This design comes from an exercise in tuning for small area on the open sky130 flow, not from production work. The RTL of this run was laid out without a check of its function.

==> flow/design.v <==
`timescale 1ns/10ps
module rgb2ycrcb(clk, rst, r, g, b, y, cr, cb);
	input        clk;
	input        rst;
	input  [9:0] r, g, b;
	output reg [9:0] y, cr, cb;
	reg [9:0] ga;
	reg [10:0] d1a;
	reg [10:0] d2a;
	reg [9:0] yb;
	reg [10:0] d1b;
	reg [10:0] d2b;
	reg rst1, rst2;
	wire kill = rst | rst1 | rst2;
	wire i1;
	assign i1 = ~g[0];
	wire i2;
	assign i2 = ~g[1];
	wire i3;
	assign i3 = ~g[2];
	wire i4;
	assign i4 = ~g[3];
	wire i5;
	assign i5 = ~g[4];
	wire i6;
	assign i6 = ~g[5];
	wire i7;
	assign i7 = ~g[6];
	wire i8;
	assign i8 = ~g[7];
	wire i9;
	assign i9 = ~g[8];
	wire i10;
	assign i10 = ~g[9];
	wire s11;
	wire c12;
	ha us11 (.a(r[0]), .b(i1), .s(s11), .co(c12));
	wire s13;
	wire c14;
	fa us13 (.a(r[1]), .b(i2), .c(c12), .s(s13), .co(c14));
	wire s15;
	wire c16;
	fa us15 (.a(r[2]), .b(i3), .c(c14), .s(s15), .co(c16));
	wire s17;
	wire c18;
	fa us17 (.a(r[3]), .b(i4), .c(c16), .s(s17), .co(c18));
	wire s19;
	wire c20;
	fa us19 (.a(r[4]), .b(i5), .c(c18), .s(s19), .co(c20));
	wire s21;
	wire c22;
	fa us21 (.a(r[5]), .b(i6), .c(c20), .s(s21), .co(c22));
	wire s23;
	wire c24;
	fa us23 (.a(r[6]), .b(i7), .c(c22), .s(s23), .co(c24));
	wire s25;
	wire c26;
	fa us25 (.a(r[7]), .b(i8), .c(c24), .s(s25), .co(c26));
	wire s27;
	wire c28;
	fa us27 (.a(r[8]), .b(i9), .c(c26), .s(s27), .co(c28));
	wire s29;
	wire c30;
	fa us29 (.a(r[9]), .b(i10), .c(c28), .s(s29), .co(c30));
	wire s31;
	wire c32;
	ha us31 (.a(b[0]), .b(i1), .s(s31), .co(c32));
	wire s33;
	wire c34;
	fa us33 (.a(b[1]), .b(i2), .c(c32), .s(s33), .co(c34));
	wire s35;
	wire c36;
	fa us35 (.a(b[2]), .b(i3), .c(c34), .s(s35), .co(c36));
	wire s37;
	wire c38;
	fa us37 (.a(b[3]), .b(i4), .c(c36), .s(s37), .co(c38));
	wire s39;
	wire c40;
	fa us39 (.a(b[4]), .b(i5), .c(c38), .s(s39), .co(c40));
	wire s41;
	wire c42;
	fa us41 (.a(b[5]), .b(i6), .c(c40), .s(s41), .co(c42));
	wire s43;
	wire c44;
	fa us43 (.a(b[6]), .b(i7), .c(c42), .s(s43), .co(c44));
	wire s45;
	wire c46;
	fa us45 (.a(b[7]), .b(i8), .c(c44), .s(s45), .co(c46));
	wire s47;
	wire c48;
	fa us47 (.a(b[8]), .b(i9), .c(c46), .s(s47), .co(c48));
	wire s49;
	wire c50;
	fa us49 (.a(b[9]), .b(i10), .c(c48), .s(s49), .co(c50));
	wire i51;
	assign i51 = ~ga[0];
	wire i52;
	assign i52 = ~ga[1];
	wire i53;
	assign i53 = ~ga[2];
	wire i54;
	assign i54 = ~ga[3];
	wire i55;
	assign i55 = ~ga[4];
	wire i56;
	assign i56 = ~ga[5];
	wire i57;
	assign i57 = ~ga[6];
	wire i58;
	assign i58 = ~ga[7];
	wire i59;
	assign i59 = ~ga[8];
	wire i60;
	assign i60 = ~ga[9];
	wire i61;
	assign i61 = ~d1a[0];
	wire i62;
	assign i62 = ~d1a[1];
	wire i63;
	assign i63 = ~d1a[2];
	wire i64;
	assign i64 = ~d1a[3];
	wire i65;
	assign i65 = ~d1a[4];
	wire i66;
	assign i66 = ~d1a[5];
	wire i67;
	assign i67 = ~d1a[6];
	wire i68;
	assign i68 = ~d1a[7];
	wire i69;
	assign i69 = ~d1a[8];
	wire i70;
	assign i70 = ~d1a[9];
	wire i71;
	assign i71 = ~d1a[10];
	wire i72;
	assign i72 = ~d2a[0];
	wire i73;
	assign i73 = ~d2a[1];
	wire i74;
	assign i74 = ~d2a[2];
	wire i75;
	assign i75 = ~d2a[3];
	wire i76;
	assign i76 = ~d2a[4];
	wire i77;
	assign i77 = ~d2a[5];
	wire i78;
	assign i78 = ~d2a[6];
	wire i79;
	assign i79 = ~d2a[7];
	wire i80;
	assign i80 = ~d2a[8];
	wire i81;
	assign i81 = ~d2a[9];
	wire i82;
	assign i82 = ~d2a[10];
	wire s83;
	wire c84;
	assign s83 = ~i51;
	assign c84 = i51;
	wire s85;
	wire c86;
	assign s85 = ~(d1a[0] ^ i52);
	assign c86 = d1a[0] | i52;
	wire s87;
	wire c88;
	ha us87 (.a(c84), .b(s85), .s(s87), .co(c88));
	wire s89;
	wire c90;
	assign s89 = ~(d1a[1] ^ d2a[0]);
	assign c90 = d1a[1] | d2a[0];
	wire s91;
	wire c92;
	fa us91 (.a(i53), .b(s89), .c(c86), .s(s91), .co(c92));
	wire s93;
	wire c94;
	ha us93 (.a(c88), .b(s91), .s(s93), .co(c94));
	wire s95;
	wire c96;
	fa us95 (.a(d1a[2]), .b(d2a[1]), .c(i54), .s(s95), .co(c96));
	wire s97;
	wire c98;
	fa us97 (.a(c90), .b(s95), .c(c92), .s(s97), .co(c98));
	wire s99;
	wire c100;
	ha us99 (.a(c94), .b(s97), .s(s99), .co(c100));
	wire s101;
	wire c102;
	fa us101 (.a(d1a[3]), .b(d2a[2]), .c(i55), .s(s101), .co(c102));
	wire s103;
	wire c104;
	fa us103 (.a(i61), .b(i72), .c(c96), .s(s103), .co(c104));
	wire s105;
	wire c106;
	fa us105 (.a(s101), .b(s103), .c(c98), .s(s105), .co(c106));
	wire s107;
	wire c108;
	ha us107 (.a(c100), .b(s105), .s(s107), .co(c108));
	wire s109;
	wire c110;
	fa us109 (.a(d1a[4]), .b(d2a[3]), .c(i56), .s(s109), .co(c110));
	wire s111;
	wire c112;
	fa us111 (.a(i62), .b(i73), .c(c102), .s(s111), .co(c112));
	wire s113;
	wire c114;
	fa us113 (.a(s109), .b(c104), .c(s111), .s(s113), .co(c114));
	wire s115;
	wire c116;
	fa us115 (.a(s113), .b(c106), .c(c108), .s(s115), .co(c116));
	wire s117;
	wire c118;
	assign s117 = ~(d1a[0] ^ d1a[5]);
	assign c118 = d1a[0] | d1a[5];
	wire s119;
	wire c120;
	fa us119 (.a(d2a[4]), .b(i57), .c(i63), .s(s119), .co(c120));
	wire s121;
	wire c122;
	fa us121 (.a(i74), .b(s117), .c(c110), .s(s121), .co(c122));
	wire s123;
	wire c124;
	fa us123 (.a(s119), .b(c112), .c(s121), .s(s123), .co(c124));
	wire s125;
	wire c126;
	fa us125 (.a(c114), .b(s123), .c(c116), .s(s125), .co(c126));
	wire s127;
	wire c128;
	assign s127 = ~(d1a[1] ^ d1a[6]);
	assign c128 = d1a[1] | d1a[6];
	wire s129;
	wire c130;
	fa us129 (.a(d2a[0]), .b(d2a[5]), .c(i58), .s(s129), .co(c130));
	wire s131;
	wire c132;
	fa us131 (.a(i64), .b(i75), .c(c118), .s(s131), .co(c132));
	wire s133;
	wire c134;
	fa us133 (.a(s127), .b(c120), .c(s129), .s(s133), .co(c134));
	wire s135;
	wire c136;
	fa us135 (.a(s131), .b(c122), .c(s133), .s(s135), .co(c136));
	wire s137;
	wire c138;
	fa us137 (.a(c124), .b(s135), .c(c126), .s(s137), .co(c138));
	wire s139;
	wire c140;
	assign s139 = ~(d1a[0] ^ d1a[2]);
	assign c140 = d1a[0] | d1a[2];
	wire s141;
	wire c142;
	fa us141 (.a(d1a[7]), .b(d2a[1]), .c(d2a[6]), .s(s141), .co(c142));
	wire s143;
	wire c144;
	fa us143 (.a(i59), .b(i65), .c(i76), .s(s143), .co(c144));
	wire s145;
	wire c146;
	fa us145 (.a(c128), .b(s139), .c(s141), .s(s145), .co(c146));
	wire s147;
	wire c148;
	fa us147 (.a(c130), .b(s143), .c(c132), .s(s147), .co(c148));
	wire s149;
	wire c150;
	fa us149 (.a(s145), .b(c134), .c(s147), .s(s149), .co(c150));
	wire s151;
	wire c152;
	fa us151 (.a(c136), .b(s149), .c(c138), .s(s151), .co(c152));
	wire s153;
	wire c154;
	fa us153 (.a(d1a[1]), .b(d1a[3]), .c(d1a[8]), .s(s153), .co(c154));
	wire s155;
	wire c156;
	fa us155 (.a(d2a[2]), .b(d2a[7]), .c(i60), .s(s155), .co(c156));
	wire s157;
	wire c158;
	fa us157 (.a(i66), .b(i77), .c(c140), .s(s157), .co(c158));
	wire s159;
	wire c160;
	fa us159 (.a(c142), .b(s153), .c(c144), .s(s159), .co(c160));
	wire s161;
	wire c162;
	fa us161 (.a(s155), .b(s157), .c(c146), .s(s161), .co(c162));
	wire s163;
	wire c164;
	fa us163 (.a(s159), .b(c148), .c(s161), .s(s163), .co(c164));
	wire s165;
	wire c166;
	fa us165 (.a(c150), .b(s163), .c(c152), .s(s165), .co(c166));
	wire s167;
	wire c168;
	assign s167 = ~(ga[0] ^ d1a[2]);
	assign c168 = ga[0] | d1a[2];
	wire s169;
	wire c170;
	fa us169 (.a(d1a[4]), .b(d1a[9]), .c(d2a[3]), .s(s169), .co(c170));
	wire s171;
	wire c172;
	fa us171 (.a(d2a[8]), .b(i67), .c(i78), .s(s171), .co(c172));
	wire s173;
	wire c174;
	fa us173 (.a(s167), .b(c154), .c(s169), .s(s173), .co(c174));
	wire s175;
	wire c176;
	fa us175 (.a(c156), .b(s171), .c(c158), .s(s175), .co(c176));
	wire s177;
	wire c178;
	fa us177 (.a(c160), .b(s173), .c(s175), .s(s177), .co(c178));
	wire s179;
	wire c180;
	fa us179 (.a(c162), .b(s177), .c(c164), .s(s179), .co(c180));
	wire s181;
	wire c182;
	ha us181 (.a(c166), .b(s179), .s(s181), .co(c182));
	wire s183;
	wire c184;
	fa us183 (.a(ga[1]), .b(d1a[3]), .c(d1a[5]), .s(s183), .co(c184));
	wire s185;
	wire c186;
	fa us185 (.a(d1a[10]), .b(d2a[4]), .c(d2a[9]), .s(s185), .co(c186));
	wire s187;
	wire c188;
	fa us187 (.a(i68), .b(i79), .c(c168), .s(s187), .co(c188));
	wire s189;
	wire c190;
	fa us189 (.a(c170), .b(s183), .c(s185), .s(s189), .co(c190));
	wire s191;
	wire c192;
	fa us191 (.a(c172), .b(s187), .c(c174), .s(s191), .co(c192));
	wire s193;
	wire c194;
	fa us193 (.a(s189), .b(c176), .c(s191), .s(s193), .co(c194));
	wire s195;
	wire c196;
	fa us195 (.a(c178), .b(s193), .c(c180), .s(s195), .co(c196));
	wire s197;
	wire c198;
	ha us197 (.a(c182), .b(s195), .s(s197), .co(c198));
	wire s199;
	wire c200;
	fa us199 (.a(ga[2]), .b(d1a[4]), .c(d1a[6]), .s(s199), .co(c200));
	wire s201;
	wire c202;
	fa us201 (.a(d2a[5]), .b(d2a[10]), .c(i69), .s(s201), .co(c202));
	wire s203;
	wire c204;
	fa us203 (.a(i80), .b(c184), .c(c186), .s(s203), .co(c204));
	wire s205;
	wire c206;
	fa us205 (.a(s199), .b(s201), .c(c188), .s(s205), .co(c206));
	wire s207;
	wire c208;
	fa us207 (.a(c190), .b(s203), .c(s205), .s(s207), .co(c208));
	wire s209;
	wire c210;
	fa us209 (.a(c192), .b(s207), .c(c194), .s(s209), .co(c210));
	wire s211;
	wire c212;
	fa us211 (.a(s209), .b(c196), .c(c198), .s(s211), .co(c212));
	wire s213;
	wire c214;
	assign s213 = ~(ga[3] ^ d1a[5]);
	assign c214 = ga[3] | d1a[5];
	wire s215;
	wire c216;
	fa us215 (.a(d1a[7]), .b(d2a[6]), .c(i70), .s(s215), .co(c216));
	wire s217;
	wire c218;
	fa us217 (.a(i81), .b(s213), .c(c200), .s(s217), .co(c218));
	wire s219;
	wire c220;
	fa us219 (.a(c202), .b(s215), .c(c204), .s(s219), .co(c220));
	wire s221;
	wire c222;
	fa us221 (.a(s217), .b(c206), .c(s219), .s(s221), .co(c222));
	wire s223;
	wire c224;
	fa us223 (.a(c208), .b(s221), .c(c210), .s(s223), .co(c224));
	wire s225;
	wire c226;
	ha us225 (.a(c212), .b(s223), .s(s225), .co(c226));
	wire s227;
	wire c228;
	assign s227 = ~(ga[4] ^ d1a[6]);
	assign c228 = ga[4] | d1a[6];
	wire s229;
	wire c230;
	fa us229 (.a(d1a[8]), .b(d2a[7]), .c(i71), .s(s229), .co(c230));
	wire s231;
	wire c232;
	fa us231 (.a(i82), .b(c214), .c(s227), .s(s231), .co(c232));
	wire s233;
	wire c234;
	fa us233 (.a(c216), .b(s229), .c(s231), .s(s233), .co(c234));
	wire s235;
	wire c236;
	fa us235 (.a(c218), .b(s233), .c(c220), .s(s235), .co(c236));
	wire s237;
	wire c238;
	fa us237 (.a(c222), .b(s235), .c(c224), .s(s237), .co(c238));
	wire s239;
	wire c240;
	ha us239 (.a(c226), .b(s237), .s(s239), .co(c240));
	wire s241;
	wire c242;
	fa us241 (.a(ga[5]), .b(d1a[7]), .c(d1a[9]), .s(s241), .co(c242));
	wire s243;
	wire c244;
	fa us243 (.a(d2a[8]), .b(c228), .c(s241), .s(s243), .co(c244));
	wire s245;
	wire c246;
	fa us245 (.a(c230), .b(c232), .c(s243), .s(s245), .co(c246));
	wire s247;
	wire c248;
	fa us247 (.a(c234), .b(s245), .c(c236), .s(s247), .co(c248));
	wire s249;
	wire c250;
	fa us249 (.a(s247), .b(c238), .c(c240), .s(s249), .co(c250));
	wire s251;
	wire c252;
	fa us251 (.a(ga[6]), .b(d1a[8]), .c(d1a[10]), .s(s251), .co(c252));
	wire s253;
	wire c254;
	fa us253 (.a(d2a[9]), .b(c242), .c(s251), .s(s253), .co(c254));
	wire s255;
	wire c256;
	fa us255 (.a(c244), .b(s253), .c(c246), .s(s255), .co(c256));
	wire s257;
	wire c258;
	fa us257 (.a(s255), .b(c248), .c(c250), .s(s257), .co(c258));
	wire s259;
	wire c260;
	fa us259 (.a(ga[7]), .b(d1a[9]), .c(d2a[10]), .s(s259), .co(c260));
	wire s261;
	wire c262;
	fa us261 (.a(c252), .b(s259), .c(c254), .s(s261), .co(c262));
	wire s263;
	wire c264;
	fa us263 (.a(s261), .b(c256), .c(c258), .s(s263), .co(c264));
	wire s265;
	wire c266;
	fa us265 (.a(ga[8]), .b(d1a[10]), .c(c260), .s(s265), .co(c266));
	wire s267;
	wire c268;
	fa us267 (.a(s265), .b(c262), .c(c264), .s(s267), .co(c268));
	wire s269;
	wire c270;
	assign s269 = ~(ga[9] ^ c266);
	assign c270 = ga[9] | c266;
	wire s271;
	wire c272;
	ha us271 (.a(c268), .b(s269), .s(s271), .co(c272));
	wire i273;
	assign i273 = ~d2b[0];
	wire i274;
	assign i274 = ~d2b[1];
	wire i275;
	assign i275 = ~d2b[2];
	wire i276;
	assign i276 = ~d2b[3];
	wire i277;
	assign i277 = ~d2b[4];
	wire i278;
	assign i278 = ~d2b[5];
	wire i279;
	assign i279 = ~d2b[6];
	wire i280;
	assign i280 = ~d2b[7];
	wire i281;
	assign i281 = ~d2b[8];
	wire i282;
	assign i282 = ~d2b[9];
	wire i283;
	assign i283 = ~d2b[10];
	wire s284;
	wire c285;
	ha us284 (.a(i273), .b(i274), .s(s284), .co(c285));
	wire s286;
	wire c287;
	fa us286 (.a(i274), .b(i275), .c(c285), .s(s286), .co(c287));
	wire s288;
	wire c289;
	fa us288 (.a(i275), .b(i276), .c(c287), .s(s288), .co(c289));
	wire s290;
	wire c291;
	fa us290 (.a(i273), .b(i276), .c(i277), .s(s290), .co(c291));
	wire s292;
	wire c293;
	ha us292 (.a(c289), .b(s290), .s(s292), .co(c293));
	wire s294;
	wire c295;
	fa us294 (.a(i274), .b(i277), .c(i278), .s(s294), .co(c295));
	wire s296;
	wire c297;
	fa us296 (.a(c291), .b(s294), .c(c293), .s(s296), .co(c297));
	wire s298;
	wire c299;
	fa us298 (.a(i273), .b(i275), .c(i278), .s(s298), .co(c299));
	wire s300;
	wire c301;
	fa us300 (.a(i279), .b(c295), .c(s298), .s(s300), .co(c301));
	wire s302;
	wire c303;
	ha us302 (.a(c297), .b(s300), .s(s302), .co(c303));
	wire s304;
	wire c305;
	fa us304 (.a(i274), .b(i276), .c(i279), .s(s304), .co(c305));
	wire s306;
	wire c307;
	fa us306 (.a(i280), .b(c299), .c(s304), .s(s306), .co(c307));
	wire s308;
	wire c309;
	fa us308 (.a(c301), .b(s306), .c(c303), .s(s308), .co(c309));
	wire s310;
	wire c311;
	fa us310 (.a(i275), .b(i277), .c(i280), .s(s310), .co(c311));
	wire s312;
	wire c313;
	fa us312 (.a(i281), .b(c305), .c(s310), .s(s312), .co(c313));
	wire s314;
	wire c315;
	fa us314 (.a(c307), .b(s312), .c(c309), .s(s314), .co(c315));
	wire s316;
	wire c317;
	assign s316 = ~(d1b[0] ^ i276);
	assign c317 = d1b[0] | i276;
	wire s318;
	wire c319;
	fa us318 (.a(i278), .b(i281), .c(i282), .s(s318), .co(c319));
	wire s320;
	wire c321;
	fa us320 (.a(s316), .b(c311), .c(s318), .s(s320), .co(c321));
	wire s322;
	wire c323;
	fa us322 (.a(c313), .b(s320), .c(c315), .s(s322), .co(c323));
	wire s324;
	wire c325;
	assign s324 = ~(d1b[1] ^ i277);
	assign c325 = d1b[1] | i277;
	wire s326;
	wire c327;
	fa us326 (.a(i279), .b(i282), .c(i283), .s(s326), .co(c327));
	wire s328;
	wire c329;
	fa us328 (.a(c317), .b(s324), .c(c319), .s(s328), .co(c329));
	wire s330;
	wire c331;
	fa us330 (.a(s326), .b(c321), .c(s328), .s(s330), .co(c331));
	wire s332;
	wire c333;
	ha us332 (.a(c323), .b(s330), .s(s332), .co(c333));
	wire s334;
	wire c335;
	fa us334 (.a(d1b[2]), .b(i278), .c(i280), .s(s334), .co(c335));
	wire s336;
	wire c337;
	fa us336 (.a(i283), .b(c325), .c(c327), .s(s336), .co(c337));
	wire s338;
	wire c339;
	fa us338 (.a(s334), .b(c329), .c(s336), .s(s338), .co(c339));
	wire s340;
	wire c341;
	fa us340 (.a(c331), .b(s338), .c(c333), .s(s340), .co(c341));
	wire s342;
	wire c343;
	assign s342 = ~(d1b[3] ^ i279);
	assign c343 = d1b[3] | i279;
	wire s344;
	wire c345;
	fa us344 (.a(i281), .b(s342), .c(c335), .s(s344), .co(c345));
	wire s346;
	wire c347;
	fa us346 (.a(c337), .b(s344), .c(c339), .s(s346), .co(c347));
	wire s348;
	wire c349;
	ha us348 (.a(c341), .b(s346), .s(s348), .co(c349));
	wire s350;
	wire c351;
	assign s350 = ~(d1b[4] ^ i280);
	assign c351 = d1b[4] | i280;
	wire s352;
	wire c353;
	fa us352 (.a(i282), .b(c343), .c(s350), .s(s352), .co(c353));
	wire s354;
	wire c355;
	fa us354 (.a(s352), .b(c345), .c(c347), .s(s354), .co(c355));
	wire s356;
	wire c357;
	ha us356 (.a(c349), .b(s354), .s(s356), .co(c357));
	wire s358;
	wire c359;
	fa us358 (.a(d1b[5]), .b(i281), .c(i283), .s(s358), .co(c359));
	wire s360;
	wire c361;
	fa us360 (.a(c351), .b(s358), .c(c353), .s(s360), .co(c361));
	wire s362;
	wire c363;
	fa us362 (.a(s360), .b(c355), .c(c357), .s(s362), .co(c363));
	wire s364;
	wire c365;
	assign s364 = ~(d1b[6] ^ i282);
	assign c365 = d1b[6] | i282;
	wire s366;
	wire c367;
	fa us366 (.a(s364), .b(c359), .c(c361), .s(s366), .co(c367));
	wire s368;
	wire c369;
	ha us368 (.a(c363), .b(s366), .s(s368), .co(c369));
	wire s370;
	wire c371;
	fa us370 (.a(d1b[7]), .b(i283), .c(c365), .s(s370), .co(c371));
	wire s372;
	wire c373;
	fa us372 (.a(s370), .b(c367), .c(c369), .s(s372), .co(c373));
	wire s374;
	wire c375;
	assign s374 = ~(d1b[8] ^ c371);
	assign c375 = d1b[8] | c371;
	wire s376;
	wire c377;
	ha us376 (.a(c373), .b(s374), .s(s376), .co(c377));
	wire s378;
	wire c379;
	assign s378 = ~(d1b[9] ^ c375);
	assign c379 = d1b[9] | c375;
	wire s380;
	wire c381;
	ha us380 (.a(c377), .b(s378), .s(s380), .co(c381));
	wire s382;
	wire c383;
	fa us382 (.a(d1b[10]), .b(c379), .c(c381), .s(s382), .co(c383));
	wire s384;
	wire c385;
	assign s384 = ~c383;
	assign c385 = c383;
	wire i386;
	assign i386 = ~d1b[0];
	wire i387;
	assign i387 = ~d1b[1];
	wire i388;
	assign i388 = ~d1b[2];
	wire i389;
	assign i389 = ~d1b[3];
	wire i390;
	assign i390 = ~d1b[4];
	wire i391;
	assign i391 = ~d1b[5];
	wire i392;
	assign i392 = ~d1b[6];
	wire i393;
	assign i393 = ~d1b[7];
	wire i394;
	assign i394 = ~d1b[8];
	wire i395;
	assign i395 = ~d1b[9];
	wire i396;
	assign i396 = ~d1b[10];
	wire s397;
	wire c398;
	assign s397 = ~d1b[0];
	assign c398 = d1b[0];
	wire s399;
	wire c400;
	assign s399 = ~(d1b[0] ^ d1b[1]);
	assign c400 = d1b[0] | d1b[1];
	wire s401;
	wire c402;
	ha us401 (.a(c398), .b(s399), .s(s401), .co(c402));
	wire s403;
	wire c404;
	fa us403 (.a(d1b[1]), .b(d1b[2]), .c(c400), .s(s403), .co(c404));
	wire s405;
	wire c406;
	ha us405 (.a(c402), .b(s403), .s(s405), .co(c406));
	wire s407;
	wire c408;
	fa us407 (.a(d1b[2]), .b(d1b[3]), .c(c404), .s(s407), .co(c408));
	wire s409;
	wire c410;
	ha us409 (.a(c406), .b(s407), .s(s409), .co(c410));
	wire s411;
	wire c412;
	assign s411 = ~(d1b[0] ^ d1b[3]);
	assign c412 = d1b[0] | d1b[3];
	wire s413;
	wire c414;
	fa us413 (.a(d1b[4]), .b(s411), .c(c408), .s(s413), .co(c414));
	wire s415;
	wire c416;
	ha us415 (.a(c410), .b(s413), .s(s415), .co(c416));
	wire s417;
	wire c418;
	fa us417 (.a(d1b[1]), .b(d1b[4]), .c(d1b[5]), .s(s417), .co(c418));
	wire s419;
	wire c420;
	fa us419 (.a(c412), .b(s417), .c(c414), .s(s419), .co(c420));
	wire s421;
	wire c422;
	ha us421 (.a(c416), .b(s419), .s(s421), .co(c422));
	wire s423;
	wire c424;
	assign s423 = ~(d1b[0] ^ d1b[2]);
	assign c424 = d1b[0] | d1b[2];
	wire s425;
	wire c426;
	fa us425 (.a(d1b[5]), .b(d1b[6]), .c(s423), .s(s425), .co(c426));
	wire s427;
	wire c428;
	fa us427 (.a(c418), .b(s425), .c(c420), .s(s427), .co(c428));
	wire s429;
	wire c430;
	ha us429 (.a(c422), .b(s427), .s(s429), .co(c430));
	wire s431;
	wire c432;
	fa us431 (.a(d1b[1]), .b(d1b[3]), .c(d1b[6]), .s(s431), .co(c432));
	wire s433;
	wire c434;
	fa us433 (.a(d1b[7]), .b(c424), .c(s431), .s(s433), .co(c434));
	wire s435;
	wire c436;
	fa us435 (.a(c426), .b(s433), .c(c428), .s(s435), .co(c436));
	wire s437;
	wire c438;
	ha us437 (.a(c430), .b(s435), .s(s437), .co(c438));
	wire s439;
	wire c440;
	fa us439 (.a(d1b[2]), .b(d1b[4]), .c(d1b[7]), .s(s439), .co(c440));
	wire s441;
	wire c442;
	fa us441 (.a(d1b[8]), .b(i386), .c(c432), .s(s441), .co(c442));
	wire s443;
	wire c444;
	fa us443 (.a(s439), .b(c434), .c(s441), .s(s443), .co(c444));
	wire s445;
	wire c446;
	fa us445 (.a(s443), .b(c436), .c(c438), .s(s445), .co(c446));
	wire s447;
	wire c448;
	assign s447 = ~(d2b[0] ^ d1b[3]);
	assign c448 = d2b[0] | d1b[3];
	wire s449;
	wire c450;
	fa us449 (.a(d1b[5]), .b(d1b[8]), .c(d1b[9]), .s(s449), .co(c450));
	wire s451;
	wire c452;
	fa us451 (.a(i387), .b(s447), .c(c440), .s(s451), .co(c452));
	wire s453;
	wire c454;
	fa us453 (.a(s449), .b(c442), .c(s451), .s(s453), .co(c454));
	wire s455;
	wire c456;
	fa us455 (.a(c444), .b(s453), .c(c446), .s(s455), .co(c456));
	wire s457;
	wire c458;
	assign s457 = ~(d2b[1] ^ d1b[4]);
	assign c458 = d2b[1] | d1b[4];
	wire s459;
	wire c460;
	fa us459 (.a(d1b[6]), .b(d1b[9]), .c(d1b[10]), .s(s459), .co(c460));
	wire s461;
	wire c462;
	fa us461 (.a(i388), .b(c448), .c(s457), .s(s461), .co(c462));
	wire s463;
	wire c464;
	fa us463 (.a(c450), .b(s459), .c(s461), .s(s463), .co(c464));
	wire s465;
	wire c466;
	fa us465 (.a(c452), .b(s463), .c(c454), .s(s465), .co(c466));
	wire s467;
	wire c468;
	ha us467 (.a(c456), .b(s465), .s(s467), .co(c468));
	wire s469;
	wire c470;
	fa us469 (.a(d2b[2]), .b(d1b[5]), .c(d1b[7]), .s(s469), .co(c470));
	wire s471;
	wire c472;
	fa us471 (.a(d1b[10]), .b(i389), .c(c458), .s(s471), .co(c472));
	wire s473;
	wire c474;
	fa us473 (.a(c460), .b(s469), .c(c462), .s(s473), .co(c474));
	wire s475;
	wire c476;
	fa us475 (.a(s471), .b(c464), .c(s473), .s(s475), .co(c476));
	wire s477;
	wire c478;
	fa us477 (.a(s475), .b(c466), .c(c468), .s(s477), .co(c478));
	wire s479;
	wire c480;
	assign s479 = ~(d2b[3] ^ d1b[6]);
	assign c480 = d2b[3] | d1b[6];
	wire s481;
	wire c482;
	fa us481 (.a(d1b[8]), .b(i390), .c(s479), .s(s481), .co(c482));
	wire s483;
	wire c484;
	fa us483 (.a(c470), .b(c472), .c(s481), .s(s483), .co(c484));
	wire s485;
	wire c486;
	fa us485 (.a(c474), .b(s483), .c(c476), .s(s485), .co(c486));
	wire s487;
	wire c488;
	ha us487 (.a(c478), .b(s485), .s(s487), .co(c488));
	wire s489;
	wire c490;
	assign s489 = ~(d2b[4] ^ d1b[7]);
	assign c490 = d2b[4] | d1b[7];
	wire s491;
	wire c492;
	fa us491 (.a(d1b[9]), .b(i391), .c(c480), .s(s491), .co(c492));
	wire s493;
	wire c494;
	fa us493 (.a(s489), .b(c482), .c(s491), .s(s493), .co(c494));
	wire s495;
	wire c496;
	fa us495 (.a(c484), .b(s493), .c(c486), .s(s495), .co(c496));
	wire s497;
	wire c498;
	ha us497 (.a(c488), .b(s495), .s(s497), .co(c498));
	wire s499;
	wire c500;
	fa us499 (.a(d2b[5]), .b(d1b[8]), .c(d1b[10]), .s(s499), .co(c500));
	wire s501;
	wire c502;
	fa us501 (.a(i392), .b(c490), .c(s499), .s(s501), .co(c502));
	wire s503;
	wire c504;
	fa us503 (.a(c492), .b(s501), .c(c494), .s(s503), .co(c504));
	wire s505;
	wire c506;
	fa us505 (.a(s503), .b(c496), .c(c498), .s(s505), .co(c506));
	wire s507;
	wire c508;
	assign s507 = ~(d2b[6] ^ d1b[9]);
	assign c508 = d2b[6] | d1b[9];
	wire s509;
	wire c510;
	fa us509 (.a(i393), .b(s507), .c(c500), .s(s509), .co(c510));
	wire s511;
	wire c512;
	fa us511 (.a(c502), .b(s509), .c(c504), .s(s511), .co(c512));
	wire s513;
	wire c514;
	ha us513 (.a(c506), .b(s511), .s(s513), .co(c514));
	wire s515;
	wire c516;
	fa us515 (.a(d2b[7]), .b(d1b[10]), .c(i394), .s(s515), .co(c516));
	wire s517;
	wire c518;
	fa us517 (.a(c508), .b(s515), .c(c510), .s(s517), .co(c518));
	wire s519;
	wire c520;
	fa us519 (.a(s517), .b(c512), .c(c514), .s(s519), .co(c520));
	wire s521;
	wire c522;
	assign s521 = ~(d2b[8] ^ i395);
	assign c522 = d2b[8] | i395;
	wire s523;
	wire c524;
	fa us523 (.a(s521), .b(c516), .c(c518), .s(s523), .co(c524));
	wire s525;
	wire c526;
	ha us525 (.a(c520), .b(s523), .s(s525), .co(c526));
	wire s527;
	wire c528;
	fa us527 (.a(d2b[9]), .b(i396), .c(c522), .s(s527), .co(c528));
	wire s529;
	wire c530;
	fa us529 (.a(s527), .b(c524), .c(c526), .s(s529), .co(c530));
	wire s531;
	wire c532;
	fa us531 (.a(d2b[10]), .b(c528), .c(c530), .s(s531), .co(c532));
	wire s533;
	wire c534;
	assign s533 = ~c532;
	assign c534 = c532;
	wire [9:0] yn = yb;
	wire [10:0] crn = {s384, s382, s380, s376, s372, s368, s362, s356, s348, s340, s332};
	wire [10:0] cbn = {s533, s531, s529, s525, s519, s513, s505, s497, s487, s477, s467};
	always @(posedge clk) begin
		rst1 <= rst;
		rst2 <= rst1;
		ga <= {g[9], g[8], g[7], g[6], g[5], g[4], g[3], g[2], g[1], g[0]};
		d1a <= {c30, s29, s27, s25, s23, s21, s19, s17, s15, s13, s11};
		d2a <= {c50, s49, s47, s45, s43, s41, s39, s37, s35, s33, s31};
		yb <= {s271, s267, s263, s257, s249, s239, s225, s211, s197, s181};
		d1b <= {d1a[10], d1a[9], d1a[8], d1a[7], d1a[6], d1a[5], d1a[4], d1a[3], d1a[2], d1a[1], d1a[0]};
		d2b <= {d2a[10], d2a[9], d2a[8], d2a[7], d2a[6], d2a[5], d2a[4], d2a[3], d2a[2], d2a[1], d2a[0]};
		y  <= yn & {10{~kill}};
		cr <= crn[9:0] & {10{~(kill | crn[10])}};
		cb <= cbn[9:0] & {10{~(kill | cbn[10])}};
	end
endmodule
module fa(a, b, c, s, co);
	input a, b, c;
	output s, co;
	assign s = a ^ b ^ c;
	assign co = (a & b) | (a & c) | (b & c);
endmodule
module ha(a, b, s, co);
	input a, b;
	output s, co;
	assign s = a ^ b;
	assign co = a & b;
endmodule
==> flow/run.sh <==
#!/bin/bash
# synth_recipe.tcl (not shown) runs the flow's synth.tcl, then flattens the netlist and writes it again
# the make line also repeats each setting of config.mk as NAME=value (left out here)
make -C /OpenROAD-flow-scripts/flow DESIGN_CONFIG=/design/flow/config.mk WORK_HOME=/design/flow/orfs CLKGATE_MAP_FILE= SYNTH_SCRIPT=/design/flow/synth_recipe.tcl finish
==> flow/config.mk <==
export PLATFORM = sky130hd
export DESIGN_NAME = rgb2ycrcb
export DESIGN_NICKNAME = rgb2ycrcb
export VERILOG_FILES = /design/flow/design.v
export SDC_FILE = /design/flow/constraint.sdc
export NUM_CORES = 4
export LEC_CHECK = 0
export CAP_MARGIN = 20
export CORE_MARGIN = 2
export CORE_UTILIZATION = 40
export SLEW_MARGIN = 20
export SYNTH_HIERARCHICAL = 1
export SYNTH_MINIMUM_KEEP_SIZE = 0
==> flow/constraint.sdc <==
create_clock -name core_clock -period 6.0 [get_ports {clk}]
set_input_delay 1.2000 -clock core_clock [delete_from_list [all_inputs] [get_ports {clk}]]
set_output_delay 1.2000 -clock core_clock [all_outputs]
set_load 0.01 [all_outputs]
==> flow_summary.ini <==
[die]
dieWidth_um = 134
core_area_um2 = 16600
floorplan.initialDensity = 0.408
dieArea_um2 = 18000
die_y_um = 134
fp-row-count = 47
ios = 62

[yosys]
yosysWarningCount = 7
synth-simple-area-share = 0.0301
muxShareOfSynthArea = 0
synth_top_area_frac = 0.515
yosysSeqAreaShare = 0.284
synthAdderAreaFrac = 0.618
synth_xor_area_frac = 0.00129
synth_compound_area_frac = 0
synth_seq_cells = 96
synth_top_family_by_area = adder cells
synth.distinct_cells = 10
syn_inst = 472
netlist_top_cells_area = fa_1, dfxtp_1, ha_1
synth_top_area_cell = fa_1
synthesis.area_um2 = 6770
syn_avg_cell_area_um2 = 14.3
syn_nets = 734

[setup_path]
worstPathMaxFanout = 5
worst-setup-path-type = reg -> reg
cpMaxStageDelayCell = fa_1
cp-end-kind = register
crit_path_frequent_cell = fa_2
cp-start-kind = register
cp_cell_sequence = inv_4 > ha_4 > inv_2 > fa_2 > fa_2 > fa_2 > fa_2 > fa_2 > fa_1 > ha_2 > fa_2 > fa_2 > ha_4 > fa_2 > ha_4 > ha_4 > fa_2 > ha_4 > fa_2 > ha_4 > fa_2 > fa_2 > buf_6 > and3_1
critPathRequiredTime_ns = 6.24
cpPeakStageDelay_ns = 0.45
cp.arrival_ns = 6.89

[sta]
holdWs_ns = 0.387
finalCritPeriodShare = 1.11
fin_ws_ns = -0.648
rsz0062_at_grt = true
hold_viol = 0
setup_viol = 13
skew_ns = 0.00741
worst_pin_slew_ns = 0.838
drv_slew = 0
slew_headroom = 0.439
fmax_ghz = 0.150
period_minus_slack_ns = 6.65

[cells_and_area]
register_area_um2 = 1930
nets = 849
antennaDiodeCount = 0
area_growth_pct = 27.0
n_fill_cell = 1444
drive_gt1_frac = 0.231
multi_input_area_um2 = 4710

[run_status]
status = complete, but fails checks
so.violations = negative setup slack

[clocking]
clock_latency_ns = 0.34
cts_tree = built
ctsLongestPathBuffers = 2
numCtsBuffers = 9
cts_sinks = 96
cts-root-buf = clkbuf_16
path_clk_slew_ns = 0.06
htreeDepth = 3

[drt]
totalWireLength_um = 12400
wl_met3_um = 457
remaining_drc_errors = 0
antenna_left = 0
met1_length_um = 5040
dr.pass1.iters = 4
num_vias = 3572
highest_layer = met4
post_drt_wl_per_cell_um = 15.3
met2_length_um = 6700
viasPerCell = 4.40
drt_iter0_drc = 153

[worst_hold_path]
hp-class = reg -> reg

[placed_design]
port_buffers = 61
place_ws_ns = -0.757
gp_congestion = 0.840
hpwlAfterDp_um = 10800

[global_route]
grt_pass1_vias = 4236
grt_pass1_wl_um = 20800
groute.usage.overall = 0.153
grt_overflow = 0
grt_max_degree = 31
antenna_found_initial = 0

[run]
max_cap_viol_count = 0
## modules after synthesis (local to each module, per instance)
module / cells inside / times used / area (um^2)
fa: 1 / 174 / 20.0
ha: 1 / 32 / 12.5
rgb2ycrcb: 266 / 1 / 2880
## routing by layer
layer / global-route usage / vias up
met5: 0 / -
met4: 0.0415 / 0
met3: 0.0363 / 14
met2: 0.267 / 66
met1: 0.191 / 1901
li1: - / 1591
## cells in the final DEF (no fill, tap or decap), drive strengths merged
cell type      count
buf               46
clkinvlp           1
ha                56
nor3               1
bufinv             1
and3              20
fa               174
clkinv             3
inv              112
dfxtp             96
and2              10
clkdlybuf4s50     61
clkbuf            10
xnor2              1
## critical path, delay by kind of cell (launching register included)
family	cells	cell delay, ns
adders and majority gates	20	5.84
and+or+nand+nor	1	0.14
DFF	1	0.35
buffers and inverters	3	0.23
## area by class of cell
class / instances / area share
clock buffer: 10 / 0.0266
clock inverter: 6 / 0.00801
inverter: 111 / 0.0488
multi-input combinational: 262 / 0.548
sequential: 96 / 0.225
tap: 220 / 0.0320
timing repair buffer: 107 / 0.112
## state kept, by name (all words and copies together) (netlist names)
| signal | count |
|---|---|
| d1a | 11 |
| d1b | 11 |
| d2a | 11 |
| d2b | 11 |
| cb | 10 |
| cr | 10 |
| ga | 10 |
| y | 10 |
| yb | 10 |
| rst1 | 1 |
| rst2 | 1 |
## cells by family (layout without fill, tap and decap cells)
group,after synthesis,in the layout
adder cells (fa/ha/maj),230,230
buffers and inverters,114,234
flip-flops,96,96
AND/OR/NAND/NOR,31,31
XOR/XNOR,1,1
## path summary, 6_finish.rpt
path | startpoint | endpoint | slack (ns) | cells past startpoint
worst min-delay path | rst1 | rst2 | 0.39 | 0
worst min register to register | rst1 | rst2 | 0.39 | 0
worst max-delay path | d1b[1] | cb[2] | -0.65 | 24
worst max register to register | d1b[1] | cb[2] | -0.65 | 24
## metrics by stage
| stage | TNS, ns | utilization | area (um^2) | instances |
|---|---|---|---|---|
| finish | -7.31 | 0.518 | 8590 | 812 |
| global placement | -9.05 | 0.486 | 8070 | 792 |
| detailed placement | -9.69 | 0.486 | 8070 | 792 |
| floorplan | -6.57 | - | 6890 | 472 |
| CTS | -6.74 | 0.508 | 8430 | 809 |
| global route | -9.30 | 0.518 | 8590 | 812 |
## Yosys cell counts
| library cell | n |
|---|---|
| buf_6 | 2 |
| and3_1 | 20 |
| fa_1 | 174 |
| inv_1 | 111 |
| xnor2_1 | 1 |
| buf_4 | 1 |
| ha_1 | 56 |
| dfxtp_1 | 96 |
| and2_1 | 10 |
| nor3_4 | 1 |
## repair_timing
item	in CTS	in global routing
buffers inserted	1	3
endpoints found under the setup margin	23	23
pin swaps	15	6
hold buffers	0	0
resized for setup	16	22

## static timing again, ports no longer ideal
In the flow no input, the clock included, has a driving cell. The finished layout below was timed again as built, in two steps.
Step 1 (the two cells are an assumption about what drives the block):
set clk [get_ports {clk}]
set_driving_cell -lib_cell sky130_fd_sc_hd__clkbuf_16 $clk
set_driving_cell -lib_cell sky130_fd_sc_hd__buf_2 [delete_from_list [all_inputs] $clk]
Step 2 adds t to the input delays and takes it off the output delays; t is the mean of the earliest and latest rising clock arrival at the registers after step 1. Input paths then give back, and output paths get back, about the clock's delay inside the block.
a / b / c = ideal / step 1 / step 2; a / b = the first two.
t (ns): 0.384
setup slack, ns: -0.648 / -0.648 / -0.648
pins driven straight from the clock port: 1
For this run, drivers alone change the setup slack by 0.000 ns; drivers and shift together by 0.000 ns.
